Source: an optimization exercise on an open RTL-to-GDS flow (aim: small area and a short achievable clock period). Production flows keep margins and buffers that such runs may drop.
Where RTL was checked, it was by simulation tests only, not by an equivalence proof against the original.
Function not checked in run 1: the RTL went through the layout flow alone.
No activity file was given, so power comes from the tool's default toggle rates.

==> config.mk <==
export PLATFORM = sky130hd
export DESIGN_NAME = pre_norm
export DESIGN_NICKNAME = pre_norm
export VERILOG_FILES = /design/flow/design.v
export SDC_FILE = /design/flow/constraint.sdc
export NUM_CORES = 4
export LEC_CHECK = 0
export CAP_MARGIN = 20
export CORE_MARGIN = 2
export CORE_UTILIZATION = 70
export CTS_BUF_LIST = sky130_fd_sc_hd__clkbuf_8
export PLACE_DENSITY = 0.8
export SETUP_SLACK_MARGIN = 5.0
export SLEW_MARGIN = 20
==> constraint.sdc <==
create_clock -name core_clock -period 9.5 [get_ports {clk}]
set_input_delay 1.9000 -clock core_clock [delete_from_list [all_inputs] [get_ports {clk}]]
set_output_delay 1.9000 -clock core_clock [all_outputs]
set_load 0.01 [all_outputs]
==> design.v <==
`timescale 1ns / 100ps
module pre_norm(clk, rmode, add, opa, opb, opa_nan, opb_nan, fracta_out,
		fractb_out, exp_dn_out, sign, nan_sign, result_zero_sign,
		fasu_op);
input		clk;
input	[1:0]	rmode;
input		add;
input	[31:0]	opa, opb;
input		opa_nan, opb_nan;
output	[26:0]	fracta_out, fractb_out;
output	[7:0]	exp_dn_out;
output		sign;
output		nan_sign, result_zero_sign;
output		fasu_op;
reg	[26:0]	fracta_out;
reg	[7:0]	exp_dn_out;
reg		sign, fasu_op, nan_sign, result_zero_sign;
reg		signa_r, signb_r, nan_sign1_r;
wire		signa = opa[31];
wire		signb = opb[31];
wire	[7:0]	expa = opa[30:23];
wire	[7:0]	expb = opb[30:23];
wire	[22:0]	fracta = opa[22:0];
wire	[22:0]	fractb = opb[22:0];
wire		expa_nz = |expa;
wire		expb_nz = |expb;
function [1:0] cmp_gt_eq;	 
	input [31:0] x, y;
	integer i, w;
	reg [31:0] g, e;
	begin
		g = x & ~y;
		e = ~(x ^ y);
		for (w = 1; w < 32; w = w * 2)
			for (i = 0; i < 32; i = i + 2 * w) begin
				g[i] = g[i + w] | (e[i + w] & g[i]);
				e[i] = e[i + w] & e[i];
			end
		cmp_gt_eq = {g[0], e[0]};
	end
endfunction
wire	[1:0]	f_cmp = cmp_gt_eq({9'b0, fractb}, {9'b0, fracta});
wire	[1:0]	e_cmp = cmp_gt_eq({24'b0, expb}, {24'b0, expa});
wire		fb_gt_fa = f_cmp[1];
wire		f_eq = f_cmp[0];
wire		b_gt_a = e_cmp[1] | (e_cmp[0] & fb_gt_fa);
wire		mag_eq = e_cmp[0] & f_eq;
wire		add_d = add ^ signa ^ signb;	 
wire	[7:0]	ea = {expa[7:1], expa[0] | ~expa_nz};
wire	[7:0]	eb = {expb[7:1], expb[0] | ~expb_nz};
function [8:0] sub8;
	input [7:0] x, y;
	integer i, w;
	reg [7:0] g, p, c;
	begin
		g = ~x & y;		 
		p = ~(x ^ y);		 
		c = g;
		for (w = 1; w < 8; w = w * 2)
			for (i = 7; i >= w; i = i - 1) begin
				c[i] = c[i] | (p[i] & c[i - w]);
				p[i] = p[i] & p[i - w];
			end
		sub8 = {c[7], (x ^ y) ^ {c[6:0], 1'b0}};
	end
endfunction
wire	[8:0]	d_ab = sub8(ea, eb);
wire	[8:0]	d_ba = sub8(eb, ea);
wire	[7:0]	exp_diff = d_ab[8] ? d_ba[7:0] : d_ab[7:0];
wire		diff_big = |exp_diff[7:5];
wire	[23:0]	op_small = b_gt_a ? {expa_nz, fracta} : {expb_nz, fractb};
wire	[23:0]	op_large = b_gt_a ? {expb_nz, fractb} : {expa_nz, fracta};
wire		sh0 = b_gt_a ? d_ba[0] : d_ab[0];
wire	[3:0]	shamt = diff_big ? 4'd15 : exp_diff[4:1];
wire	[24:0]	small_p = sh0 ? {1'b0, op_small} : {op_small, 1'b0};
reg	[24:0]	small_r;
reg	[3:0]	shamt_r;
always @(posedge clk) begin
	fracta_out <= {op_large, 3'b0};
	small_r    <= small_p;
	shamt_r    <= shamt;
	exp_dn_out <= (!add_d & mag_eq) ? 8'h0 : (b_gt_a ? expb : expa);
	sign       <= b_gt_a ? (signb ^ ~add) : signa;
	fasu_op    <= add_d;
end
wire	[26:0]	sft0 = {small_r, 2'b0};
wire	[26:0]	sft1 = shamt_r[3] ? {16'b0, sft0[26:16]} : sft0;
wire		stk1 = shamt_r[3] & |sft0[15:0];
wire	[26:0]	sft2 = shamt_r[2] ? {8'b0, sft1[26:8]} : sft1;
wire		stk2 = stk1 | (shamt_r[2] & |sft1[7:0]);
wire	[26:0]	sft3 = shamt_r[1] ? {4'b0, sft2[26:4]} : sft2;
wire		stk3 = stk2 | (shamt_r[1] & |sft2[3:0]);
wire	[26:0]	small_sft = shamt_r[0] ? {2'b0, sft3[26:2]} : sft3;
wire		sticky = stk3 | (shamt_r[0] & |sft3[1:0]);
assign fractb_out = {small_sft[26:1], small_sft[0] | sticky};
always @(posedge clk) begin
	signa_r     <= signa;
	signb_r     <= signb;
	nan_sign1_r <= f_eq ? (signa & signb) : fb_gt_fa ? signb : signa;
end
wire		add_r = fasu_op ^ signa_r ^ signb_r;
wire		rm3 = rmode == 2'd3;
always @(posedge clk) begin
	result_zero_sign <= ( add_r &  signa_r &  signb_r) |
			    (!add_r &  signa_r & !signb_r) |
			    ( add_r & (signa_r |  signb_r) & rm3) |
			    (!add_r & (signa_r == signb_r) & rm3);
	nan_sign <= (opa_nan & opb_nan) ? nan_sign1_r :
		    opb_nan ? signb_r : signa_r;
end
endmodule
==> flow/run.sh <==
#!/bin/bash
# The standard layout (standard.sh), with three changes:
#  - synthesis maps the logic with flow/abc_map.script in place of ORFS's
#    abc_speed.script (same Yosys script otherwise, so the same registers);
#  - the port buffers are buf_1 cells;
#  - repair aims at the setup margin given below.
# Each tool's full output goes to ORFS's own logs under orfs/logs/, and
# make's output to standard_make.log here.
set -euo pipefail
here=$(pwd)
sed "s#log_cmd abc {\*}\$abc_args#log_cmd abc -script $here/flow/abc_map.script {*}[lrange \$abc_args 2 end]#" \
  "$FLOW_HOME/scripts/synth.tcl" > "$here/synth_own.tcl"
grep -q "flow/abc_map.script" "$here/synth_own.tcl"
sed "s#\$::env(SCRIPTS_DIR)/synth.tcl#$here/synth_own.tcl#" synth_recipe.tcl > "$here/synth_recipe_own.tcl"
grep -q "synth_own.tcl" "$here/synth_recipe_own.tcl"
bash standard.sh SYNTH_SCRIPT="$here/synth_recipe_own.tcl" \
  "BUFFER_PORTS_ARGS=-buffer_cell sky130_fd_sc_hd__buf_1" \
  SETUP_SLACK_MARGIN=${OWN_SETUP_MARGIN:-5.0} finish > standard_make.log 2>&1
==> flow/abc_map.script <==
strash
dch
map
topo
stime -c
buffer -c
upsize -c
dnsize -c
==> standard.sh <==
#!/bin/bash
# synth_recipe.tcl (not shown) runs the flow's synth.tcl, then flattens the netlist and writes it again
# the make line also repeats each setting of config.mk as NAME=value (left out here)
make -C /OpenROAD-flow-scripts/flow DESIGN_CONFIG=/design/flow/config.mk WORK_HOME=/design/flow/orfs CLKGATE_MAP_FILE= SYNTH_SCRIPT=/design/flow/synth_recipe.tcl "${@:-finish}"
==> metrics.yaml, run 1 <==
p_total_uw: 903
arrival_ns: 4.69
grt_max_degree: 60
drtAntennaViolNets: 0
finalCritPeriodShare_pct: 46.4
synth_most_common_cell: "nand2_1"
io_pins: 136
totalWireLength_mm: 14.9
slew_headroom_pct: 45.5
synth-edff-count: 0
rows: 30
synthFlopType: "dfxtp_1"
cts_sinks: 68
nFillCells: 438
clockRootBuffer: "clkbuf_8"
hpwl_mm: 10.2
finalHoldViolCount: 0
power_density_nw_per_um2: 157
drc_errors: 0
via_per_inst: 5.98
cp_slowest_stage_delay_ns: 0.68
nets: 982
synth_area_leaders: "dfxtp_1 (27%), nand2_1 (13%), ha_1 (9.9%)"
status: "finished clean"
die_h_um: 89
grt_pass1_vias: 4994
netlist_area_um2: 5060
grt_pass1_wl_mm: 22.8
synth_seq_cells: 68
fp.coreArea_um2: 6910
clkTransAtPathRegs_ns: 0.08
drive_gt1_share_pct: 4.33
dieArea_um2: 7920
hold_ws_ns: 0.533
grt_overflow: 0
hold_class: "reg -> reg"
start_util_pct: 73.2
max_freq_mhz: 227
ir_drop_v: 0.000110
p_leak_nw: 2.69
die_w_um: 89
cts-htree-levels: 3
cap_violations: 0
syn_inst: 766
period_needed_ns: 4.40
synth_cell_type_count: 48
rsz0062_at_grt: "true"
place.gp.congestion: 0.902
cts_tree: "done"
numPortBuffers: 132
crit_slowest_cell: "a21oi_4"
finClkSkew_ns: 0.000796
diodes: 0
crit_type: "in -> reg"
first_pass_iters: 6
hold_buffers: 0
wire_per_inst_um: 15.3
ys_seq_area_share_pct: 26.9
drt_iter0_markers: 494
end_kind: "flip-flop"
stdcell_count: 973
area_growth_pct: 13.7
yosysWarnings: 1
synth_top_area_cell: "dfxtp_1"
cts_max_path_buffers: 2
synthArstFlopShare_pct: 0
vias: 5814
final_max_slew_viol_count: 0
worst-path-max-fanout: 59
path_cells: "buf_1, inv_1, ha_1, a21oi_1, o21ai_0, a21oi_1, o21bai_1, a21oi_4, o21bai_4, buf_6, nand2_1, nand3_1, nand2_1"
dp_cells: 952
syn_avg_cell_area_um2: 6.60
grtUsageTotal_pct: 36.3
cp.required_ns: 9.79
antenna_found_initial: 0
setup_viol: 0
synth_common_cells: "nand2_1 (178), inv_1 (103), o21ai_0 (79)"
worst_pin_slew_ns: 0.815
critPathLaunchType: "primary input"
tns_ns: 0
synth_top_area_share_pct: 26.9
cts_buffers: 9
clk_latency_ns: 0.35
-- report_power, final --
part / total, mW / switching, mW / leakage (nW) / internal [mW]
Combinational: 0.288 / 0.193 / 2.02 / 0.0946
Clock: 0.258 / 0.122 / 0.102 / 0.136
Sequential: 0.357 / 0.0289 / 0.571 / 0.328
-- flip-flops by register name, indices dropped and copies added, names as in the netlist --
| register | cells |
|---|---|
| exp_dn_out | 8 |
| signa_r | 1 |
| signb_r | 1 |
| fasu_op | 1 |
| nan_sign1_r | 1 |
| shamt_r | 4 |
| result_zero_sign | 1 |
| small_r | 25 |
| fracta_out | 24 |
| sign | 1 |
| nan_sign | 1 |
-- metal layers --
metal,global-route usage [%],part of all wire (%)
met1,45.9,41
met2,60.2,46
met3,7.20,9.5
met4,15.7,3.9
met5,0,0
-- logic make-up after synthesis --
family          share of synthesized area (%)
buf+inv                                  12.4
simple gates                             26.9
flops                                    26.9
other cells                            0.0741
mux                                     0.990
compound gates                           21.8
fa+ha+maj                                9.90
xor+xnor                                 1.04
-- stage by stage --
step                setup WS [ns]  area, µm²  util, %
global route                 4.97       5750     83.3
global placement             4.39       5470     79.1
detailed placement           4.19       5470     79.1
CTS                          5.01       5710     82.7
floorplan                    5.63       5060        -
finish                       5.10       5750     83.3
-- worst max-delay path, delay by kind of cell --
family / cells / cell delay (ns)
fa+ha+maj: 1 / 0.32
compound gates: 6 / 1.53
buf+inv: 3 / 0.47
simple gates: 3 / 0.44
-- final cells by class --
class / instances / area (µm²) / share of cell area, %
flip-flops and latches: 68 / 1370 / 23.8
inverters: 103 / 390 / 6.79
clock buffers: 11 / 151 / 2.63
multi-input cells: 553 / 3130 / 54.4
repair buffers: 136 / 529 / 9.20
repair inverters: 1 / 5.00 / 0.0870
clock inverters: 5 / 58.8 / 1.02
well taps: 96 / 120 / 2.09
-- final timing paths --
path | start | end | slack (ns) | depth (start not counted)
min reg2reg | fasu_op$_DFF_P_ | result_zero_sign$_DFF_P_ | 0.53 | 2
max | opa[5] | small_r[18]$_DFF_P_ | 5.10 | 13
max reg2reg | signa_r$_DFF_P_ | result_zero_sign$_DFF_P_ | 8.30 | 7
min | fasu_op$_DFF_P_ | result_zero_sign$_DFF_P_ | 0.53 | 2
-- cells in the final DEF (no fill, tap or decap), drive strengths merged --
cell type,n
o2111ai,1
mux2i,5
clkbuf,11
xnor2,1
o21a,1
nand3b,1
nand4,10
and3,3
nor4,5
a21o,3
xor2,5
and2,2
a211oi,4
o31ai,5
o21ai,88
nand3,70
o41ai,1
clkinv,1
nor2,30
o22ai,2
buf,136
clkinvlp,4
inv,103
or3,1
nor4b,1
o221ai,3
a31oi,5
dfxtp,68
ha,40
bufinv,1
a41oi,1
nand2b,1
nand2,179
conb,3
o21bai,3
nor3,10
o211ai,31
a21oi,38
-- what timing repair did --
item / CTS / global route
pin swaps: 1 / 2
buffers inserted: 0 / 2
resized for setup: 5 / 3
cloned: 1 / 2
setup endpoints to repair: 49 / 39
==> run 2: changes to the inputs <==
--- a/design.v
+++ b/design.v
@@ -70,28 +70,28 @@
 wire		diff_big = |exp_diff[7:5];
 wire	[23:0]	op_small = b_gt_a ? {expa_nz, fracta} : {expb_nz, fractb};
 wire	[23:0]	op_large = b_gt_a ? {expb_nz, fractb} : {expa_nz, fracta};
-wire		sh0 = b_gt_a ? d_ba[0] : d_ab[0];
-wire	[3:0]	shamt = diff_big ? 4'd15 : exp_diff[4:1];
-wire	[24:0]	small_p = sh0 ? {1'b0, op_small} : {op_small, 1'b0};
-reg	[24:0]	small_r;
-reg	[3:0]	shamt_r;
+wire	[4:0]	shamt = diff_big ? 5'd31 : exp_diff[4:0];
+reg	[23:0]	small_r;
+reg	[4:0]	shamt_r;
 always @(posedge clk) begin
 	fracta_out <= {op_large, 3'b0};
-	small_r    <= small_p;
+	small_r    <= op_small;
 	shamt_r    <= shamt;
 	exp_dn_out <= (!add_d & mag_eq) ? 8'h0 : (b_gt_a ? expb : expa);
 	sign       <= b_gt_a ? (signb ^ ~add) : signa;
 	fasu_op    <= add_d;
 end
-wire	[26:0]	sft0 = {small_r, 2'b0};
-wire	[26:0]	sft1 = shamt_r[3] ? {16'b0, sft0[26:16]} : sft0;
-wire		stk1 = shamt_r[3] & |sft0[15:0];
-wire	[26:0]	sft2 = shamt_r[2] ? {8'b0, sft1[26:8]} : sft1;
-wire		stk2 = stk1 | (shamt_r[2] & |sft1[7:0]);
-wire	[26:0]	sft3 = shamt_r[1] ? {4'b0, sft2[26:4]} : sft2;
-wire		stk3 = stk2 | (shamt_r[1] & |sft2[3:0]);
-wire	[26:0]	small_sft = shamt_r[0] ? {2'b0, sft3[26:2]} : sft3;
-wire		sticky = stk3 | (shamt_r[0] & |sft3[1:0]);
+wire	[26:0]	sft0 = {small_r, 3'b0};
+wire	[26:0]	sft1 = shamt_r[4] ? {16'b0, sft0[26:16]} : sft0;
+wire		stk1 = shamt_r[4] & |sft0[15:0];
+wire	[26:0]	sft2 = shamt_r[3] ? {8'b0, sft1[26:8]} : sft1;
+wire		stk2 = stk1 | (shamt_r[3] & |sft1[7:0]);
+wire	[26:0]	sft3 = shamt_r[2] ? {4'b0, sft2[26:4]} : sft2;
+wire		stk3 = stk2 | (shamt_r[2] & |sft2[3:0]);
+wire	[26:0]	sft4 = shamt_r[1] ? {2'b0, sft3[26:2]} : sft3;
+wire		stk4 = stk3 | (shamt_r[1] & |sft3[1:0]);
+wire	[26:0]	small_sft = shamt_r[0] ? {1'b0, sft4[26:1]} : sft4;
+wire		sticky = stk4 | (shamt_r[0] & sft4[0]);
 assign fractb_out = {small_sft[26:1], small_sft[0] | sticky};
 always @(posedge clk) begin
 	signa_r     <= signa;
==> run 2 against run 1 <==
Effect of this change:
- final cell count is 2.6% lower
- first-iteration DRC count is 27% lower
- via count is 7.3% lower
- utilization is 1.5 points lower
- power is 2.7% lower
==> metrics.yaml, run 2 <==
status: "finished clean"
fp.coreArea_um2: 6790
post-cts-setup-buffers: 0
max_freq_mhz: 237
numPortBuffers: 132
tns_ns: 0
reg2reg_from: "signa_r$_DFF_P_"
cp.depth: 8
wire_per_inst_um: 13.9
yosysWarnings: 1
p_total_uw: 878
final_max_slew_viol_count: 0
path_cells: "clkinvlp_2, a31oi_1, nand2_1, o21ai_0, nor2_1, a31oi_1, mux2i_1, buf_1"
synthAdderAreaFrac_pct: 10.2
worst-path-max-fanout: 24
synth_seq_cells: 68
synth-edff-count: 0
drc_errors: 0
syn_avg_cell_area_um2: 6.68
hold_buffers: 0
clockRootBuffer: "clkbuf_8"
vias: 5389
place.gp.congestion: 0.946
grt_overflow: 0
crit_end: "fractb_out[7]"
cap_violations: 0
drtAntennaViolNets: 0
layout_commonest_cell: "nand2_1"
r2r-end: "result_zero_sign$_DFF_P_"
power_density_nw_per_um2: 158
hold_ws_ns: 0.521
grtUsageTotal_pct: 33.2
antenna_found_initial: 0
rows: 30
nets: 956
clkTransAtPathRegs_ns: 0.08
dp_cells: 928
hpwl_mm: 9.96
end_kind: "output port"
synth_most_common_cell: "nand2_1"
area_growth_pct: 13.0
drt_iter0_markers: 361
synth_top_area_cell: "dfxtp_1"
via_per_inst: 5.68
reg2reg_setup_slack_ns: 8.25
cts_tree: "done"
clk_latency_ns: 0.36
rsz0062_at_grt: "false"
dieArea_um2: 7710
hold_class: "reg -> reg"
final-seq-area_um2: 1370
finalCritPeriodShare_pct: 44.4
cp.required_ns: 7.60
synth_common_cells: "nand2_1 (179), o21ai_0 (116), inv_1 (86)"
grt_max_degree: 61
synth_compound_area_share_pct: 24.8
synthMuxAreaShare_pct: 0.814
totalWireLength_mm: 13.2
cp_slowest_stage_delay_ns: 0.49
crit_type: "reg -> out"
most-common-layout-cells: "nand2_1 (178), buf_1 (132), o21ai_0 (116)"
period_needed_ns: 4.22
critPathLaunchType: "flip-flop"
ys_seq_area_share_pct: 27.7
cts_sinks: 68
crit_top_cell: "a31oi_1"
synthFlopType: "dfxtp_1"
p_leak_nw: 2.50
synth_xor_xnor_area_share_pct: 1.07
critPathLaunch: "shamt_r[3]$_SDFF_PP1_"
synth-simple-area-share_pct: 24.3
synth_cell_type_count: 52
cts_max_path_buffers: 2
path_delay_family: "compound AO/OA/AOI/OAI gates"
worst-path-buf-inv: 2
arrival_ns: 2.32
stdcell_count: 948
synth_area_leaders: "dfxtp_1 (28%), nand2_1 (14%), o21ai_0 (12%)"
die_w_um: 87.8
grt_pass1_vias: 4586
io_pins: 136
drive_gt1_share_pct: 5.41
top_regs: "fracta_out (24), small_r (24), exp_dn_out (8)"
grt_pass1_wl_mm: 20.4
synth_top_area_share_pct: 27.7
cts_buffers: 9
setup_viol: 0
ir_drop_v: 0.000137
netlist_area_um2: 4920
slew_headroom_pct: 44.5
synth_top_family_by_area: "compound AO/OA/AOI/OAI gates"
finClkSkew_ns: 0.00256
finalHoldViolCount: 0
start_util_pct: 72.4
worst_pin_slew_ns: 0.831
cts-htree-levels: 3
syn_inst: 736
nFillCells: 475
reg2reg_depth: 5
die_h_um: 87.8
crit_slowest_cell: "dfxtp_4"
multiInputGateArea_um2: 3020
first_pass_iters: 9
synthArstFlopShare_pct: 0
==> run 2: worst min path at each step <==
| stage | cells after the start | start | endpoint | slack [ns] |
|---|---|---|---|---|
| floorplan | 2 | nan_sign1_r$_DFF_P_ | nan_sign$_DFF_P_ | 0.48 |
| global placement | 2 | signa_r$_DFF_P_ | result_zero_sign$_DFF_P_ | 0.50 |
| detailed placement | 2 | nan_sign1_r$_DFF_P_ | nan_sign$_DFF_P_ | 0.50 |
| CTS | 2 | nan_sign1_r$_DFF_P_ | nan_sign$_DFF_P_ | 0.52 |
| global route | 2 | signa_r$_DFF_P_ | result_zero_sign$_DFF_P_ | 0.60 |
| finish | 2 | nan_sign1_r$_DFF_P_ | nan_sign$_DFF_P_ | 0.52 |
==> run 2: cell families after synthesis <==
| logic type | count (synthesis) |
|---|---|
| compound gates | 213 |
| xor+xnor | 6 |
| other cells | 1 |
| mux | 4 |
| flops | 68 |
| fa+ha+maj | 40 |
| buf+inv | 126 |
| simple gates | 278 |
==> run 2: timing repair <==
| action | 4_1_cts | 5_1_grt |
|---|---|---|
| cloned | 0 | 2 |
| gates resized for setup | 2 | 7 |
| setup endpoints to repair | 18 | 27 |
==> run 2: report_power, final <==
part,internal [mW],leakage (nW),switching [mW]
combinational,0.106,1.84,0.197
clock,0.0952,0.0856,0.121
sequential,0.325,0.571,0.0337
==> run 2: worst min-delay path, cell delays in order (launching register included) <==
cell and delay, ns:
dfxtp_1 0.31, o21ai_0 0.07, o22ai_1 0.10
==> run 2: cell type report <==
| type | instances | area share, % |
|---|---|---|
| diodes | 1 | 0.0450 |
| multi-input cells | 544 | 54.4 |
| repair inverters | 2 | 0.180 |
| repair buffers | 134 | 9.41 |
| flip-flops and latches | 68 | 24.7 |
| clock inverters | 7 | 0.923 |
| inverters | 87 | 6.01 |
| clock buffers | 9 | 2.23 |
| well taps | 96 | 2.16 |
==> run 2: stage by stage <==
stage | setup slack (ns) | util (%) | cell area (µm²)
detailed placement | 4.70 | 78.4 | 5330
CTS | 5.04 | 81.0 | 5510
finish | 5.28 | 81.8 | 5560
global route | 5.09 | 81.7 | 5550
global placement | 4.89 | 78.4 | 5330
floorplan | 5.71 | - | 4920
==> run 2: metal layers <==
metal / share of wire (%) / up-vias / global-route usage, %
met2: 50 / 253 / 56.7
met4: 2.8 / 0 / 11.7
li1: - / 2688 / -
met1: 40 / 2409 / 40.4
met3: 7.5 / 39 / 8.48
met5: 0 / - / 0
==> run 3: changes to the inputs <==
==> flow/run.sh (replaced) <==
#!/bin/bash
# The standard layout (standard.sh), with these changes:
#  - synthesis maps the logic with flow/abc_map.script in place of ORFS's
#    abc_speed.script (same Yosys script otherwise, so the same registers);
#  - the port buffers are buf_1 cells;
#  - clock tree synthesis inserts no dummy loads;
#  - repair aims at the setup margin given below.
# Each tool's full output goes to ORFS's own logs under orfs/logs/, and
# make's output to standard_make.log here.
set -euo pipefail
here=$(pwd)
args=()
if [[ -f flow/abc_map.script ]]; then
  sed "s#log_cmd abc {\*}\$abc_args#log_cmd abc -script $here/flow/abc_map.script {*}[lrange \$abc_args 2 end]#" \
    "$FLOW_HOME/scripts/synth.tcl" > "$here/synth_own.tcl"
  grep -q "flow/abc_map.script" "$here/synth_own.tcl"
  sed "s#\$::env(SCRIPTS_DIR)/synth.tcl#$here/synth_own.tcl#" synth_recipe.tcl > "$here/synth_recipe_own.tcl"
  grep -q "synth_own.tcl" "$here/synth_recipe_own.tcl"
  args+=(SYNTH_SCRIPT="$here/synth_recipe_own.tcl")
fi
bash standard.sh ${args[@]+"${args[@]}"} \
  "BUFFER_PORTS_ARGS=-buffer_cell sky130_fd_sc_hd__buf_1" \
  "CTS_ARGS=-sink_clustering_enable -repair_clock_nets -buf_list sky130_fd_sc_hd__clkbuf_8 -dont_use_dummy_load" \
  SETUP_SLACK_MARGIN=5.0 finish > standard_make.log 2>&1
==> run 3 against run 2 <==
Effect of this change:
- synthesized cell count stayed put
- sequential cell count stayed put
- largest cell class unchanged
- clock skew is 0.015 ns higher
- non-clock buffer count is 2 higher
- still clean
==> metrics.yaml, run 3 <==
status: "finished clean"
holdCritStartpoint: "nan_sign1_r$_DFF_P_"
fp.coreArea_um2: 6790
rsz0062_at_grt: "false"
start_util_pct: 72.4
stdcell_area_um2: 5540
cts-htree-levels: 3
cap_violations: 0
synth_seq_cells: 68
period_needed_ns: 4.29
finClkSkew_ns: 0.0174
ys_seq_area_share_pct: 27.7
via_per_inst: 5.89
p_total_uw: 849
ir_drop_v: 0.000127
finalCritPeriodShare_pct: 45.2
antenna_found_initial: 0
rows: 30
power_density_nw_per_um2: 153
io_pins: 136
reg2reg_setup_slack_ns: 8.24
clk_latency_ns: 0.36
vias: 5562
diodes: 0
max_freq_mhz: 233
nets: 960
numPortBuffers: 132
drive_gt1_share_pct: 5.07
worst_pin_slew_ns: 0.859
drc_errors: 0
syn_avg_cell_area_um2: 6.68
final_max_slew_viol_count: 0
netlist_area_um2: 4920
worst-path-max-fanout: 46
cts_sinks: 68
top_regs: "fracta_out (24), small_r (24), exp_dn_out (8)"
synth_area_leaders: "dfxtp_1 (28%), nand2_1 (14%), o21ai_0 (12%)"
dp_cells: 928
post_dp_cell_area_um2: 5330
synth_top_area_cell: "dfxtp_1"
first_pass_iters: 6
grtUsageTotal_pct: 34.3
worst-path-buf-inv: 3
hold_class: "reg -> reg"
grt_pass1_wl_mm: 21.2
synth_most_common_cell: "nand2_1"
cp_slowest_stage_delay_ns: 0.70
p_leak_nw: 2.49
path_delay_family: "compound AO/OA/AOI/OAI gates"
clkTransAtPathRegs_ns: 0.08
end_kind: "flip-flop"
area_growth_pct: 12.6
syn_inst: 736
holdPathEnd: "nan_sign$_DFF_P_"
crit_slowest_cell: "a21oi_2"
grt_max_degree: 47
synthFlopType: "dfxtp_1"
setup_viol: 0
synth_top_area_share_pct: 27.7
grt_overflow: 0
hpwl_mm: 9.96
yosysWarnings: 1
reg2reg_depth: 5
final_util_pct: 81.5
tns_ns: 0
worst_hold_path.num_cells: 2
dieArea_um2: 7710
cp.required_ns: 9.69
die_h_um: 87.8
finalHoldViolCount: 0
r2r-end: "result_zero_sign$_DFF_P_"
cts_max_path_buffers: 2
slew_headroom_pct: 42.7
path_cells: "buf_1, inv_1, ha_1, and2_1, a21oi_1, nand2_1, o21bai_1, a21oi_2, o21a_1, buf_4, o21ai_0"
arrival_ns: 4.48
critPathLaunch: "opa[15]"
synth_common_cells: "nand2_1 (179), o21ai_0 (116), inv_1 (86)"
reg2reg_from: "signa_r$_DFF_P_"
synthArstFlopShare_pct: 0
critPathLaunchType: "primary input"
synth_cell_type_count: 52
drtAntennaViolNets: 0
crit_type: "in -> reg"
stdcell_count: 944
grt_pass1_vias: 4728
cts_buffers: 9
hold_buffers: 0
clockRootBuffer: "clkbuf_8"
most-common-layout-cells: "nand2_1 (178), buf_1 (132), o21ai_0 (116)"
die_w_um: 87.8
synth-edff-count: 0
cts_tree: "done"
layout_commonest_cell: "nand2_1"
place.gp.congestion: 0.946
drt_iter0_markers: 474
wire_per_inst_um: 14.9
totalWireLength_mm: 14.0
run 3: cell counts after synthesis:
No cell type changed its count.
run 3: how the worst max path moves through the flow:
stage          cells after the start  slack (ns)                        to
3_3_place_gp                       8        4.89    fracta_out[17]$_DFF_P_
5_1_grt                           12        5.04       small_r[20]$_DFF_P_
4_1_cts                            9        4.99  exp_dn_out[3]$_SDFF_PP0_
2_1_floorplan                     14        5.71     shamt_r[0]$_SDFF_PP1_
6_report                          11        5.21       small_r[20]$_DFF_P_
3_5_place_dp                       9        4.70  exp_dn_out[2]$_SDFF_PP0_
run 3: power breakdown:
group          internal [mW]  leakage, nW  switching [mW]  total (mW)
sequential             0.325        0.571          0.0342       0.360
combinational          0.106         1.86           0.203       0.309
clock                 0.0842       0.0647          0.0961       0.180
run 3: what timing repair did:
action / CTS / global route
gates cloned: 1 / 3
setup buffers: 0 / 3
pin swaps: 1 / 2
endpoints found under the setup margin: 19 / 56
gates resized for setup: 2 / 7
run 3: worst register-to-register path, stage by stage, from the launching register on:
cell	delay (ns)
dfxtp_1	0.34
xnor2_1	0.21
xor2_1	0.24
nor3b_1	0.25
a21oi_1	0.08
o31ai_1	0.06
run 3: metrics by stage:
stage | hold WS (ns) | worst slack (ns)
global route | 0.601 | 5.04
CTS | 0.520 | 4.99
floorplan | 0.477 | 5.71
global placement | 0.500 | 4.89
finish | 0.526 | 5.21
detailed placement | 0.503 | 4.70
run 3: layout make-up:
class                           count  area [µm²]
Fill cell                         483        1260
Inverter                           87         334
Clock buffer                        9         124
Multi-Input combinational cell    546        3050
Timing Repair Buffer              136         526
Sequential cell                    68        1370
Timing Repair inverter              2        10.0
Tap cell                           96         120
run 3: kinds of logic (layout without fill, tap and decap cells):
| kind of cell | after synthesis | after routing | synth area share (%) |
|---|---|---|---|
| AOI/OAI and AO/OA | 213 | 215 | 24.8 |
| xor gates and xnor gates | 6 | 6 | 1.07 |
| adders and majority gates | 40 | 40 | 10.2 |
| buffers and inverters | 126 | 234 | 11.1 |
| DFF | 68 | 68 | 27.7 |
| muxes | 4 | 4 | 0.814 |
| other | 1 | 3 | 0.0763 |
| and+or+nand+nor | 278 | 278 | 24.3 |
run 3: per-layer routing:
metal	part of all wire, %	track usage (%)	routed length (µm)	vias up
met5	0	0	0	-
met4	3.7	12.7	515	0
met3	8.2	7.63	1150	60
met2	49	59.0	6910	316
met1	39	42.0	5430	2499
li1	-	-	-	2687
==> run 4: changes to the inputs <==
==> flow/abc_map.script (replaced) <==
&get -n
&st
&dch
&nf
&put
topo
stime -c
buffer -c
upsize -c
dnsize -c
==> run 4 against run 3 <==
Effect of this change:
- die area grew 1.0%
- synthesized area is 1.0% higher
- final cell count shrank 15%
- clock power is 3% lower
- wire length shrank 10%
- critical path depth is 3 higher
- combinational power grew 11%
- via count is 16% lower
- setup slack lost 0.086 ns
- worst hold slack improved by 0.023 ns
- sequential share of layout area shrank 0.52 points
- critical endpoint is now shamt_r[4]$_SDFF_PP1_
==> metrics.yaml, run 4 <==
final_util_pct: 82.5
crit_slowest_cell: "nor4_2"
nets: 817
worst-path-buf-inv: 3
p_leak_nw: 2.47
fp.coreArea_um2: 6830
p_comb_share_pct: 39.7
clkTransAtPathRegs_ns: 0.08
p_sw_uw: 314
finClkSkew_ns: 0.000486
hpwl_mm: 9.57
grt_pass1_vias: 4398
worst-path-max-fanout: 8
die_h_um: 88.2
synth_common_cells: "dfxtp_1 (68), a21oi_1 (60), nand2_1 (51)"
top_regs: "fracta_out (24), small_r (24), exp_dn_out (8)"
grt_max_degree: 47
syn_avg_cell_area_um2: 8.43
most-common-layout-cells: "buf_1 (132), dfxtp_1 (66), a21oi_1 (59)"
arrival_ns: 4.60
final_max_slew_viol_count: 0
synth-edff-count: 0
cts-htree-levels: 3
cts_max_path_buffers: 2
cp.required_ns: 9.72
path_delay_family: "compound AO/OA/AOI/OAI gates"
totalWireLength_mm: 12.6
drtAntennaViolNets: 0
start_util_pct: 72.7
nFillCells: 466
cts_sinks: 68
hold_ws_ns: 0.549
area_growth_pct: 13.4
status: "finished clean"
ir_drop_v: 0.000103
layout_commonest_cell: "buf_1"
netlist_area_um2: 4970
die_w_um: 88.2
cts_tree: "done"
grt_overflow: 0
grt_pass1_wl_mm: 20.0
internal_power_uw: 550
vias: 4650
worst_pin_slew_ns: 0.768
clock_power_share_pct: 20.3
synth_cell_type_count: 53
top_layer: "met4"
wl_met1_mm: 5.07
synthFlopType: "dfxtp_1"
ys_seq_area_share_pct: 27.4
numPortBuffers: 132
finalCritPeriodShare_pct: 46.1
via_per_inst: 5.81
sw_frac_of_total_pct: 36.3
power_density_nw_per_um2: 153
end_kind: "flip-flop"
crit_type: "in -> reg"
place.gp.congestion: 0.915
synth_most_common_cell: "dfxtp_1"
hold_class: "reg -> reg"
drc_errors: 0
first_pass_iters: 5
path_cells: "buf_1, nor4_2, nand4_1, o21ai_2, buf_4, ha_1, a21oi_2, o21ai_2, a21oi_4, mux2i_1, xnor2_1, a2111oi_4, buf_4, nand2_1"
drive_gt1_share_pct: 13.9
synth_top_area_cell: "dfxtp_1"
dr_wl_met2_mm: 6.46
cts_buffers: 9
synth_seq_cells: 68
syn_inst: 589
antenna_found_initial: 0
cp_slowest_stage_delay_ns: 0.35
stdcell_count: 801
dp_cells: 787
finalHoldViolCount: 0
yosysWarnings: 1
stdcell_area_um2: 5630
io_pins: 136
period_needed_ns: 4.38
critPathLaunchType: "primary input"
max_freq_mhz: 228
cap_violations: 0
seqPwrFrac_pct: 40.0
dieArea_um2: 7790
tns_ns: 0
diodes: 0
synth_top_area_share_pct: 27.4
rsz0062_at_grt: "false"
rows: 30
setup_viol: 0
clockRootBuffer: "clkbuf_8"
post_dp_cell_area_um2: 5420
synthArstFlopShare_pct: 0
wire_per_inst_um: 15.7
drt_iter0_markers: 198
grtUsageTotal_pct: 32.7
dr_wl_met3_um: 762
slew_headroom_pct: 48.4
clk_latency_ns: 0.35
synth_area_leaders: "dfxtp_1 (27%), ha_1 (10%), mux2_2 (8.4%)"
[run 4: per-layer routing]
metal / track usage (%) / vias up
met2: 60.6 / 181
met3: 6.16 / 33
li1: - / 2301
met5: 0 / -
met4: 11.0 / 0
met1: 37.7 / 2135
[run 4: area by class of cell]
| cell class | instances | area, µm² | area share (%) |
|---|---|---|---|
| Clock buffer | 9 | 124 | 2.20 |
| Inverter | 48 | 180 | 3.20 |
| Multi-Input combinational cell | 439 | 3280 | 58.2 |
| Sequential cell | 68 | 1370 | 24.3 |
| Tap cell | 96 | 120 | 2.13 |
| Timing Repair Buffer | 141 | 567 | 10.1 |
[run 4: final timing paths]
path                   start                       end  cells after the start  slack (ns)
min          fasu_op$_DFF_P_  result_zero_sign$_DFF_P_                      2        0.55
max                  opb[30]     shamt_r[4]$_SDFF_PP1_                     14        5.12
max reg2reg  signa_r$_DFF_P_  result_zero_sign$_DFF_P_                      5        8.36
min reg2reg  fasu_op$_DFF_P_  result_zero_sign$_DFF_P_                      2        0.55
[run 4: per-stage QoR]
step	setup WS, ns	power (mW)
3_5_place_dp	4.17	0.678
4_1_cts	5.02	0.857
3_3_place_gp	4.34	0.667
2_1_floorplan	5.30	0.597
6_report	5.12	0.864
5_1_grt	4.99	0.916
[run 4: power by group through the flow]
stage	Sequential [mW]	Combinational (mW)	Clock, mW
2_1_floorplan	0.347	0.250	0
4_1_cts	0.346	0.333	0.178
6_report	0.346	0.343	0.175
3_5_place_dp	0.351	0.327	0
3_3_place_gp	0.350	0.317	0
5_1_grt	0.349	0.379	0.188
[run 4: logic make-up after synthesis]
family	count (synthesis)	synth area share, %
AND/OR/NAND/NOR	153	15.0
AO/OA/AOI/OAI	146	17.4
multiplexers	87	20.5
buffers and inverters	84	7.76
flip-flops	68	27.4
adder cells (fa/ha/maj)	40	10.1
XOR/XNOR	10	1.76
other	1	0.0755
[run 4: what timing repair did]
item,CTS,global route
hold endpoints to repair,0,0
buffers inserted,1,4
hold buffers,0,0
endpoints found under the setup margin,41,44
resized for setup,5,9
pin swaps,1,5
[run 4: worst reg2reg max path, cell delays in order (launching register included)]
cell     delay, ns
dfxtp_1       0.38
xor2_1        0.20
xnor2_1       0.16
nor3_1        0.09
a21oi_1       0.11
o21ai_0       0.09
==> run 5: changes to the inputs <==
--- a/flow/run.sh
+++ b/flow/run.sh
@@ -21,4 +21,4 @@
 bash standard.sh ${args[@]+"${args[@]}"} \
   "BUFFER_PORTS_ARGS=-buffer_cell sky130_fd_sc_hd__buf_1" \
   "CTS_ARGS=-sink_clustering_enable -repair_clock_nets -buf_list sky130_fd_sc_hd__clkbuf_8 -dont_use_dummy_load" \
-  SETUP_SLACK_MARGIN=5.0 finish > standard_make.log 2>&1
+  SETUP_SLACK_MARGIN=5.6 finish > standard_make.log 2>&1
==> flow/abc_map.script (replaced) <==
strash
dch
map
topo
stime -c
buffer -c
upsize -c
dnsize -c
==> run 5 against run 4 <==
Effect of this change:
- still clean on timing, DRC and antenna
- first-iteration DRC count rose to 6.4 times the previous value
- sequential cell count did not move
- combinational power rose by 26%
- critical path type unchanged
==> metrics.yaml, run 5 <==
place.gp.congestion: 0.946
drtAntennaViolNets: 0
synth_seq_cells: 68
slew_headroom_pct: 61.1
layout_commonest_cell: "nand2_1"
antenna_found_initial: 0
synth_top_area_cell: "dfxtp_1"
totalWireLength_mm: 20.9
diodes: 0
io_pins: 136
start_util_pct: 72.4
die_w_um: 87.8
nets: 996
syn_inst: 736
syn_avg_cell_area_um2: 6.68
post_dp_cell_area_um2: 5330
arrival_ns: 4.34
synth_most_common_cell: "nand2_1"
dp_cells: 928
stdcell_area_um2: 6240
worst-path-buf-inv: 5
hpwl_mm: 9.96
crit_slowest_cell: "o21ai_0"
wire_per_inst_um: 21.3
netlist_area_um2: 4920
synth_cell_type_count: 52
synth_area_leaders: "dfxtp_1 (28%), nand2_1 (14%), o21ai_0 (12%)"
period_needed_ns: 4.16
path_cells: "buf_1, inv_1, ha_1, nand2_1, inv_1, nand2_1, nand2_1, nand2_1, nand2_2, inv_2, o21a_1, buf_12, o21ai_0"
ir_drop_v: 0.000127
hold_class: "reg -> reg"
fp.coreArea_um2: 6790
cts_sinks: 68
tns_ns: 0
post-place-ws_ns: 4.70
nFillCells: 275
p_leak_nw: 2.80
worst-path-max-fanout: 46
yosysWarnings: 1
clkTransAtPathRegs_ns: 0.08
most-common-layout-cells: "nand2_1 (175), buf_1 (114), inv_1 (78)"
status: "finished clean"
final_max_slew_viol_count: 0
grt_pass1_wl_mm: 24.0
synthArstFlopShare_pct: 0
cts_max_path_buffers: 2
setup_viol: 0
hold_ws_ns: 0.526
cp.required_ns: 9.68
worst_pin_slew_ns: 0.577
synth_top_area_share_pct: 27.7
grt_overflow: 0
finalCritPeriodShare_pct: 43.8
critPathLaunchType: "primary input"
final_util_pct: 91.8
numPortBuffers: 132
p_total_uw: 985
grt_pass1_vias: 5284
max_freq_mhz: 240
die_h_um: 87.8
cts_tree: "done"
via_per_inst: 6.94
clockRootBuffer: "clkbuf_8"
synth_common_cells: "nand2_1 (179), o21ai_0 (116), inv_1 (86)"
end_kind: "flip-flop"
reg2reg_setup_slack_ns: 8.24
top_regs: "fracta_out (24), small_r (24), exp_dn_out (8)"
worst_slack_ns: 5.34
drt_iter0_markers: 1258
cap_violations: 0
cts_buffers: 9
clk_latency_ns: 0.36
finalHoldViolCount: 0
drc_errors: 0
crit_type: "in -> reg"
synth-edff-count: 0
drive_gt1_share_pct: 16.6
hold_buffers: 0
cp_slowest_stage_delay_ns: 0.49
synthFlopType: "dfxtp_1"
path_delay_family: "buffers and inverters"
crit_top_cell: "nand2_1"
rows: 30
dieArea_um2: 7710
vias: 6800
rsz0062_at_grt: "true"
stdcell_count: 980
first_pass_iters: 15
grt_max_degree: 47
power_density_nw_per_um2: 158
ys_seq_area_share_pct: 27.7
grtUsageTotal_pct: 39.4
finClkSkew_ns: 0.0132
area_growth_pct: 26.9
cts-htree-levels: 3
==> run 5: metal layers <==
| metal | vias to the layer above | track usage, % | part of all wire (%) |
|---|---|---|---|
| met2 | 866 | 65.9 | 43 |
| met1 | 2868 | 46.6 | 31 |
| met5 | - | 0 | 0 |
| met3 | 306 | 9.33 | 14 |
| li1 | 2760 | - | - |
| met4 | 0 | 21.0 | 11 |
==> run 5: power breakdown <==
group          internal (mW)  switching (mW)
clock network         0.0846           0.107
logic                  0.150           0.282
registers              0.326          0.0364
total                  0.560           0.425
==> run 5: final cells by class <==
cell class | count | area (µm²) | area share (%)
repair inverters | 5 | 35.0 | 0.562
well taps | 96 | 120 | 1.93
multi-input cells | 547 | 3370 | 54.1
clock buffers | 9 | 124 | 1.99
repair buffers | 168 | 861 | 13.8
flip-flops and latches | 68 | 1380 | 22.1
inverters | 87 | 342 | 5.48
==> run 5: logic make-up (layout without fill, tap and decap cells) <==
| group | count (synthesis) | in the layout | share of synthesized area, % |
|---|---|---|---|
| compound gates | 213 | 216 | 24.8 |
| buf+inv | 126 | 269 | 11.1 |
| other cells | 1 | 3 | 0.0763 |
| simple gates | 278 | 278 | 24.3 |
| xor+xnor | 6 | 6 | 1.07 |
| flops | 68 | 68 | 27.7 |
| mux | 4 | 4 | 0.814 |
| fa+ha+maj | 40 | 40 | 10.2 |
==> run 5: worst paths after layout <==
check | start | endpoint | depth (start not counted)
max | opa[26] | small_r[22]$_DFF_P_ | 13
min | nan_sign1_r$_DFF_P_ | nan_sign$_DFF_P_ | 2
max reg2reg | signa_r$_DFF_P_ | result_zero_sign$_DFF_P_ | 5
min reg2reg | nan_sign1_r$_DFF_P_ | nan_sign$_DFF_P_ | 2
==> run 5: repair_timing <==
action | 4_1_cts | 5_1_grt
setup endpoints to repair | 88 | 61
gates cloned | 7 | 1
pin swaps | 5 | 23
resized for setup | 41 | 133
buffers inserted | 9 | 26
==> run 5: worst reg2reg max path, delay by kind of cell (launching register included) <==
kind / cells / cell delay (ns)
flip-flops: 1 / 0.34
AND/OR/NAND/NOR: 1 / 0.25
AO/OA/AOI/OAI: 2 / 0.14
XOR/XNOR: 2 / 0.45
==> run 6: changes to the inputs <==
--- a/flow/run.sh
+++ b/flow/run.sh
@@ -21,4 +21,4 @@
 bash standard.sh ${args[@]+"${args[@]}"} \
   "BUFFER_PORTS_ARGS=-buffer_cell sky130_fd_sc_hd__buf_1" \
   "CTS_ARGS=-sink_clustering_enable -repair_clock_nets -buf_list sky130_fd_sc_hd__clkbuf_8 -dont_use_dummy_load" \
-  SETUP_SLACK_MARGIN=5.6 finish > standard_make.log 2>&1
+  SETUP_SLACK_MARGIN=4.0 finish > standard_make.log 2>&1
==> run 6 against run 5 <==
Effect of this change:
- still clean on timing, DRC and antenna
- die area did not move
- fmax fell by 11%
- utilization fell by 11 points
- clock power fell by 6%
- first-iteration DRC count fell by 68%
- sequential share of layout area rose by 2.8 points
- wire length fell by 37%
- clock skew rose by 0.0019 ns
- via count fell by 21%
- largest cell class unchanged
- largest power group is now registers
- highest routed layer unchanged
==> metrics.yaml, run 6 <==
numPortBuffers: 132
reg2reg_depth: 5
fp.coreArea_um2: 6790
hold_class: "reg -> reg"
reg2reg_from: "signa_r$_DFF_P_"
die_h_um: 87.8
synthFlopType: "dfxtp_1"
max_freq_mhz: 213
rsz0062_at_grt: "false"
post_dp_cell_area_um2: 5330
synth_common_cells: "nand2_1 (179), o21ai_0 (116), inv_1 (86)"
p_leak_nw: 2.50
setup_viol: 0
hpwl_mm: 9.96
synth_top_area_cell: "dfxtp_1"
synth_top_area_share_pct: 27.7
netlist_area_um2: 4920
grt_pass1_wl_mm: 20.7
synth_seq_cells: 68
synth-edff-count: 0
syn_inst: 736
yosysWarnings: 1
synth_area_leaders: "dfxtp_1 (28%), nand2_1 (14%), o21ai_0 (12%)"
place.gp.congestion: 0.946
diodes: 0
cts_max_path_buffers: 2
die_w_um: 87.8
crit_type: "reg -> out"
most-common-layout-cells: "nand2_1 (179), buf_1 (132), o21ai_0 (116)"
cts_buffers: 9
end_kind: "output port"
p_total_uw: 840
cap_violations: 0
clockRootBuffer: "clkbuf_8"
cp.required_ns: 7.60
holdCritStartpoint: "nan_sign1_r$_DFF_P_"
post-place-ws_ns: 4.70
first_pass_iters: 6
syn_avg_cell_area_um2: 6.68
wire_per_inst_um: 14.0
nFillCells: 496
stdcell_area_um2: 5470
ir_drop_v: 0.000133
hold_buffers: 0
cts-htree-levels: 3
finalHoldViolCount: 0
via_per_inst: 5.75
clk_latency_ns: 0.36
cts.repair.resized: 0
dieArea_um2: 7710
drc_errors: 0
rows: 30
grt_overflow: 0
vias: 5398
synthArstFlopShare_pct: 0
ys_seq_area_share_pct: 27.7
totalWireLength_mm: 13.1
power_density_nw_per_um2: 153
top_regs: "fracta_out (24), small_r (24), exp_dn_out (8)"
worst_slack_ns: 4.80
critPathLaunch: "shamt_r[3]$_SDFF_PP1_"
area_growth_pct: 11.4
worst-path-max-fanout: 24
finalCritPeriodShare_pct: 49.5
crit_end: "fractb_out[11]"
clkTransAtPathRegs_ns: 0.08
synth_cell_type_count: 52
r2r-end: "result_zero_sign$_DFF_P_"
cts_sinks: 68
synth_most_common_cell: "nand2_1"
grtUsageTotal_pct: 33.4
critPathLaunchType: "flip-flop"
period_needed_ns: 4.70
final_max_slew_viol_count: 0
grt_max_degree: 61
post-cts-setup-buffers: 0
reg2reg_setup_slack_ns: 8.25
arrival_ns: 2.80
tns_ns: 0
slew_headroom_pct: 44.8
drive_gt1_share_pct: 3.68
drtAntennaViolNets: 0
grt_pass1_vias: 4668
drt_iter0_markers: 406
cts_tree: "done"
antenna_found_initial: 0
status: "finished clean"
io_pins: 136
layout_commonest_cell: "nand2_1"
start_util_pct: 72.4
finClkSkew_ns: 0.0151
worst_pin_slew_ns: 0.827
nets: 954
## run 6: per-stage QoR
stage	utilization (%)	cells	hold slack (ns)
after global placement	78.4	928	0.500
after global routing	80.6	938	0.601
after floorplan	-	738	0.477
final	80.6	938	0.523
after detailed placement	78.4	928	0.503
after CTS	80.3	937	0.520
## run 6: per-layer routing
metal	track usage, %	share of wire, %
met5	0	0
met4	11.5	2.6
met3	7.73	7.1
met2	57.6	50
met1	41.0	40
## run 6: final cells by class
class | count | area, µm² | share of cell area [%]
Sequential cell | 68 | 1360 | 24.9
Multi-Input combinational cell | 544 | 3020 | 55.1
Timing Repair Buffer | 134 | 523 | 9.55
Inverter | 87 | 327 | 5.97
Tap cell | 96 | 120 | 2.19
Clock buffer | 9 | 124 | 2.26
## run 6: power breakdown
| part | internal [mW] | switching (mW) |
|---|---|---|
| clock network | 0.0843 | 0.0954 |
| logic | 0.106 | 0.197 |
| registers | 0.325 | 0.0330 |
## run 6: how the worst min path moves through the flow
| stage | cells past startpoint | end | slack, ns |
|---|---|---|---|
| 2_1_floorplan | 2 | nan_sign$_DFF_P_ | 0.48 |
| 3_3_place_gp | 2 | result_zero_sign$_DFF_P_ | 0.50 |
| 3_5_place_dp | 2 | nan_sign$_DFF_P_ | 0.50 |
| 4_1_cts | 2 | nan_sign$_DFF_P_ | 0.52 |
| 5_1_grt | 2 | result_zero_sign$_DFF_P_ | 0.60 |
| 6_report | 2 | nan_sign$_DFF_P_ | 0.52 |
## run 6: kinds of logic (layout without fill, tap and decap cells)
| group | after synthesis | count (layout) | share of synthesized area, % |
|---|---|---|---|
| simple gates | 278 | 278 | 24.3 |
| compound gates | 213 | 213 | 24.8 |
| buf+inv | 126 | 230 | 11.1 |
| flops | 68 | 68 | 27.7 |
| fa+ha+maj | 40 | 40 | 10.2 |
| xor+xnor | 6 | 6 | 1.07 |
| mux | 4 | 4 | 0.814 |
| other cells | 1 | 3 | 0.0763 |
## run 6: critical path: stages, from the launching register on
cell and delay [ns]:
dfxtp_1 0.73, inv_1 0.47, o21ai_0 0.17, o21ai_0 0.14, or2_2 0.31, o21ai_0 0.09, nand2_1 0.07, nand2_1 0.10
nor2_1 0.04, a31oi_1 0.16, buf_1 0.16
==> run 7: changes to the inputs <==
--- a/flow/run.sh
+++ b/flow/run.sh
@@ -21,4 +21,4 @@
 bash standard.sh ${args[@]+"${args[@]}"} \
   "BUFFER_PORTS_ARGS=-buffer_cell sky130_fd_sc_hd__buf_1" \
   "CTS_ARGS=-sink_clustering_enable -repair_clock_nets -buf_list sky130_fd_sc_hd__clkbuf_8 -dont_use_dummy_load" \
-  SETUP_SLACK_MARGIN=4.0 finish > standard_make.log 2>&1
+  SETUP_SLACK_MARGIN=5.0 finish > standard_make.log 2>&1
==> flow/abc_map.script (replaced) <==
strash
dch
map -D 1500
topo
stime -c
buffer -c
upsize -c
dnsize -c
==> run 7 against run 6 <==
Effect of this change:
- synthesized area shrank 4.6%
- critical path depth grew 2
- global-route usage shrank 1.8 points
==> metrics.yaml, run 7 <==
numPortBuffers: 132
cts_tree: "done"
p_total_uw: 830
power_density_nw_per_um2: 157
layout_commonest_cell: "buf_1"
ys_seq_area_share_pct: 29.0
start_util_pct: 73.0
hpwl_mm: 9.15
cts_max_path_buffers: 2
drive_gt1_share_pct: 3.63
dp_cells: 864
vias: 5051
final_max_slew_viol_count: 0
slew_headroom_pct: 44.8
drc_errors: 0
antenna_found_initial: 0
wire_per_inst_um: 13.5
stdcell_area_um2: 5270
cts-htree-levels: 3
cp_slowest_stage_delay_ns: 0.59
cts_buffers: 9
synth_most_common_cell: "nand2_1"
dieArea_um2: 7370
stdcell_count: 875
critPathLaunchType: "primary input"
worst_pin_slew_ns: 0.822
hold_class: "reg -> reg"
syn_avg_cell_area_um2: 6.81
finClkSkew_ns: 0.00189
io_pins: 136
finalHoldViolCount: 0
setup_viol: 0
totalWireLength_mm: 11.8
status: "finished clean"
cp.required_ns: 9.69
synth_top_area_share_pct: 29.0
rows: 29
grtUsageTotal_pct: 31.6
clkTransAtPathRegs_ns: 0.07
crit_type: "in -> reg"
period_needed_ns: 4.37
grt_max_degree: 65
path_cells: "buf_1, inv_1, ha_1, a21oi_1, o21ai_1, a21oi_1, o2111ai_1, a221oi_2, o21ai_4, buf_6, nand2_1, o21ai_0"
crit_top_cell: "a21oi_1"
drtAntennaViolNets: 0
cap_violations: 0
top_regs: "fracta_out (24), small_r (24), exp_dn_out (8)"
arrival_ns: 4.56
fp.coreArea_um2: 6420
post_dp_cell_area_um2: 5110
crit_slowest_cell: "a221oi_2"
ir_drop_v: 0.000108
end_kind: "flip-flop"
multiInputGateArea_um2: 2800
p_leak_nw: 2.49
syn_inst: 689
die_h_um: 85.9
area_growth_pct: 12.4
die_w_um: 85.9
diodes: 0
synth_top_area_cell: "dfxtp_1"
synthArstFlopShare_pct: 0
grt_overflow: 0
first_pass_iters: 23
synth_seq_cells: 68
tns_ns: 0
grt_pass1_wl_mm: 19.2
drt_iter0_markers: 469
clk_latency_ns: 0.33
synthFlopType: "dfxtp_1"
cts_sinks: 68
grt_pass1_vias: 4459
rsz0062_at_grt: "false"
nFillCells: 458
synth_area_leaders: "dfxtp_1 (29%), o21ai_0 (11%), ha_1 (11%)"
worst-path-max-fanout: 64
nets: 910
place.gp.congestion: 0.931
post-cts-setup-buffers: 0
synth-edff-count: 0
final-seq-area_um2: 1370
most-common-layout-cells: "buf_1 (132), nand2_1 (122), o21ai_0 (105)"
finalCritPeriodShare_pct: 45.9
via_per_inst: 5.77
max_freq_mhz: 229
netlist_area_um2: 4690
synth_common_cells: "nand2_1 (122), o21ai_0 (105), inv_1 (94)"
synth_cell_type_count: 45
yosysWarnings: 1
clockRootBuffer: "clkbuf_8"
[run 7: changes by cell type after synthesis, sizes merged, moves of 4 or more]
cell,delta
o21ai,-19
a31oi,-8
nor2,+21
mux2i,+12
a211oi,+8
inv,+7
o211ai,-13
nand3b,-6
a21o,-4
or2,-4
xor2,+4
a21oi,+18
nand2,-57
[run 7: cells by family (layout without fill, tap and decap cells)]
group	count (synthesis)	count (layout)	share of synthesized area, %
adders and majority gates	40	40	10.7
xor gates and xnor gates	11	11	2.05
and+or+nand+nor	224	224	20.0
other	1	3	0.0799
buffers and inverters	133	239	11.8
AOI/OAI and AO/OA	196	197	23.0
DFF	68	68	29.0
muxes	16	16	3.41
[run 7: critical path, delay by kind of cell]
family                   cells  cell delay, ns
AO/OA/AOI/OAI                7            1.74
buffers and inverters        3            0.45
adder cells (fa/ha/maj)      1            0.34
AND/OR/NAND/NOR              1            0.10
[run 7: area by class of cell]
class / count / share of cell area (%)
Multi-Input combinational cell: 491 / 53.1
Clock buffer: 9 / 2.35
Sequential cell: 68 / 26.0
Inverter: 96 / 6.98
Timing Repair Buffer: 133 / 9.61
Tap cell: 77 / 1.83
Timing Repair inverter: 1 / 0.142
[run 7: path summary, 6_finish.rpt]
path                        start                       end  slack, ns  cells past startpoint
setup / recovery           opa[3]    fracta_out[25]$_DFF_P_       5.13                     12
hold / removal    signa_r$_DFF_P_  result_zero_sign$_DFF_P_       0.53                      2
setup reg to reg  fasu_op$_DFF_P_  result_zero_sign$_DFF_P_       8.32                      5
hold reg to reg   signa_r$_DFF_P_  result_zero_sign$_DFF_P_       0.53                      2
[run 7: through the flow]
stage / hold slack (ns) / worst slack, ns / utilization (%)
after floorplan: 0.477 / 5.63 / -
after global placement: 0.497 / 4.70 / 79.6
after detailed placement: 0.518 / 4.59 / 79.6
after CTS: 0.534 / 5.01 / 81.7
after global routing: 0.573 / 5.01 / 82.1
final: 0.534 / 5.13 / 82.1
[run 7: repair_timing]
action | in CTS | in global routing
pin swaps | 1 | 0
gates resized for setup | 1 | 8
hold endpoints to repair | 0 | 0
hold buffers | 0 | 0
setup endpoints to repair | 45 | 56
cloned | 1 | 1
[run 7: power breakdown]
part / internal, mW / switching (mW)
Clock: 0.0843 / 0.0923
Sequential: 0.325 / 0.0349
Combinational: 0.102 / 0.191
Total: 0.512 / 0.318
[run 7: per-layer routing]
layer	GRT usage [%]	share of wire, %	up-vias
met5	0	0	-
met4	11.0	2.5	0
met3	6.74	7.9	42
met2	55.4	50	274
met1	38.2	40	2232
li1	-	-	2503
==> run 8: changes to the inputs <==
==> flow/abc_map.script (replaced) <==
strash
dch
map -D 1100
topo
stime -c
buffer -c
upsize -c
dnsize -c
==> run 8 against run 7 <==
Effect of this change:
- register-to-register slack improved by 0.04 ns
- global-route usage grew 2.4 points
- highest routed layer unchanged
- sequential power about the same
==> metrics.yaml, run 8 <==
io_pins: 136
setup_viol: 0
grt_pass1_wl_mm: 20.5
rsz0062_at_grt: "false"
clkTransAtPathRegs_ns: 0.09
finalCritPeriodShare_pct: 44.3
synthMuxAreaShare_pct: 1.28
dp_cells: 872
vias: 5077
synth_area_leaders: "dfxtp_1 (29%), nand2_1 (11%), ha_1 (11%)"
cap_violations: 0
synthFlopType: "dfxtp_1"
synth_xor_xnor_area_share_pct: 2.03
cts_tree: "done"
cts-htree-levels: 3
stdcell_area_um2: 5270
drt_iter0_markers: 415
p_leak_nw: 2.40
cts_buffers: 9
final-seq-area_um2: 1370
reg2reg_depth: 5
slew_headroom_pct: 32.9
finalHoldViolCount: 0
drc_errors: 0
stdcell_count: 882
most-common-layout-cells: "nand2_1 (138), buf_1 (132), o21ai_0 (98)"
drtAntennaViolNets: 0
arrival_ns: 4.40
numPortBuffers: 132
first_pass_iters: 24
synthAdderAreaFrac_pct: 10.7
start_util_pct: 73.1
nets: 917
synth_cell_type_count: 49
cp.required_ns: 9.70
netlist_area_um2: 4690
synth_seq_cells: 68
r2r-end: "result_zero_sign$_DFF_P_"
fp.coreArea_um2: 6420
synth-simple-area-share_pct: 23.4
grtUsageTotal_pct: 34.0
multiInputGateArea_um2: 2870
reg2reg_setup_slack_ns: 8.36
die_h_um: 85.9
yosysWarnings: 1
clockRootBuffer: "clkbuf_8"
post_dp_cell_area_um2: 5120
synth_most_common_cell: "nand2_1"
area_growth_pct: 12.4
synth_top_family_by_area: "simple AND/OR/NAND/NOR gates"
end_kind: "flip-flop"
hold_buffers: 0
critPathLaunchType: "primary input"
synth_compound_area_share_pct: 23.3
max_freq_mhz: 238
holdCritStartpoint: "signa_r$_DFF_P_"
crit_type: "in -> reg"
cts_sinks: 68
period_needed_ns: 4.21
via_per_inst: 5.76
hold_class: "reg -> reg"
worst_pin_slew_ns: 0.998
power_density_nw_per_um2: 161
diodes: 0
grt_overflow: 0
worst_hold_path.num_cells: 2
synth_top_area_share_pct: 29.0
ys_seq_area_share_pct: 29.0
top_regs: "fracta_out (24), small_r (24), exp_dn_out (8)"
reg2reg_from: "fasu_op$_DFF_P_"
dieArea_um2: 7370
die_w_um: 85.9
grt_pass1_vias: 4771
syn_inst: 695
cts_max_path_buffers: 2
synth_top_area_cell: "dfxtp_1"
status: "finished clean"
synth_common_cells: "nand2_1 (138), o21ai_0 (98), inv_1 (76)"
holdPathEnd: "result_zero_sign$_DFF_P_"
synth-edff-count: 0
final_max_slew_viol_count: 0
place.gp.congestion: 0.934
tns_ns: 0
drive_gt1_share_pct: 3.98
layout_commonest_cell: "nand2_1"
grt_max_degree: 82
synthArstFlopShare_pct: 0
ir_drop_v: 0.000122
wire_per_inst_um: 13.8
clk_latency_ns: 0.35
worst-path-max-fanout: 7
totalWireLength_mm: 12.2
antenna_found_initial: 0
nFillCells: 456
syn_avg_cell_area_um2: 6.75
rows: 29
finClkSkew_ns: 0.000832
hpwl_mm: 9.26
post-cts-setup-buffers: 0
[run 8: per-stage QoR]
step | setup slack, ns | util (%) | total power, mW | hold slack (ns)
floorplan | 5.72 | - | 0.580 | 0.477
global placement | 4.86 | 79.8 | 0.653 | 0.493
detailed placement | 4.72 | 79.8 | 0.663 | 0.501
CTS | 5.04 | 81.8 | 0.843 | 0.523
global route | 5.01 | 82.1 | 0.907 | 0.543
finish | 5.29 | 82.1 | 0.848 | 0.527
[run 8: layout make-up]
class,count,area share (%)
multi-input combinational,515,54.5
timing repair buffer,133,9.61
clock buffer,9,2.35
sequential,68,26.0
inverter,80,5.74
tap,77,1.83
[run 8: timing repair]
item,in CTS,in global routing
pin swaps,0,1
resized for setup,4,5
gates cloned,0,1
endpoints found under the setup margin,22,67
[run 8: report_power, final]
group	leakage, nW	total (mW)	switching, mW	internal [mW]
combinational	1.77	0.308	0.201	0.107
clock	0.0647	0.181	0.0962	0.0843
sequential	0.571	0.360	0.0344	0.326
[run 8: critical path: stages]
cell and delay (ns):
buf_1 0.12, nor4_1 0.40, nand4_1 0.16, inv_1 0.11, nor2_1 0.06, ha_1 0.19
a21oi_1 0.22, o21ai_0 0.15, nand2_1 0.11, nand2_1 0.18, o21ai_0 0.31, or2_0 0.15
nand3_1 0.13, nand3b_1 0.21
[run 8: metal layers]
metal / track usage, % / part of all wire, % / up-vias
met1: 38.5 / 39 / 2296
met2: 62.6 / 53 / 206
met5: 0 / 0 / -
met3: 6.83 / 5.3 / 37
li1: - / - / 2538
met4: 12.6 / 2.5 / 0
[run 8: worst max-delay path by stage]
| stage | endpoint | from | slack, ns |
|---|---|---|---|
| CTS | exp_dn_out[7]$_SDFF_PP0_ | opa[15] | 5.04 |
| finish | shamt_r[3]$_SDFF_PP1_ | opa[27] | 5.29 |
| detailed placement | exp_dn_out[7]$_SDFF_PP0_ | opa[28] | 4.72 |
| global placement | exp_dn_out[0]$_SDFF_PP0_ | opa[15] | 4.86 |
| floorplan | shamt_r[1]$_SDFF_PP1_ | opb[28] | 5.72 |
| global route | shamt_r[3]$_SDFF_PP1_ | opa[27] | 5.01 |
[run 8: kinds of logic (layout without fill, tap and decap cells)]
kind of cell / after synthesis / in the layout
and+or+nand+nor: 259 / 259
other: 1 / 3
muxes: 6 / 6
DFF: 68 / 68
AOI/OAI and AO/OA: 196 / 197
adders and majority gates: 40 / 40
xor gates and xnor gates: 10 / 10
buffers and inverters: 115 / 222

==> re-timing with driven ports <==
The flow's constraints put no driver on any port. The routed layouts listed below were extracted and timed again, unchanged, in two steps. Step 1 sets driving cells, clkbuf_16 on the clock port and buf_2 on the other inputs (assumed; they add their load-dependent delay and slew). Step 2 adds t to the input delays and takes it off the output delays; t is the mean of the earliest and latest rising clock arrival at the registers after step 1. Input paths then give back, and output paths get back, about the clock's delay inside the block. Slacks: ideal ports / drivers / drivers and shift; pairs: ideal ports / drivers.
| run | t (ns) | setup slack, ns | cell pins on the clock port's net |
|---|---|---|---|
| run 1 | 0.381 | 5.097 / 5.075 / 4.694 | 1 |
| run 2 | 0.386 | 5.282 / 5.253 / 4.989 | 1 |
| run 3 | 0.376 | 5.206 / 5.207 / 4.831 | 1 |
| run 4 | 0.372 | 5.120 / 5.118 / 4.764 | 1 |
| run 5 | 0.380 | 5.341 / 5.346 / 4.966 | 1 |
| run 6 | 0.372 | 4.801 / 4.772 / 4.905 | 1 |
| run 7 | 0.352 | 5.135 / 5.143 / 4.791 | 1 |
| run 8 | 0.366 | 5.293 / 5.263 / 4.939 | 1 |
After both steps every run listed still meets setup and hold. For run 1, which loses most, drivers alone change the setup slack by -0.022 ns; drivers and shift together by -0.403 ns.
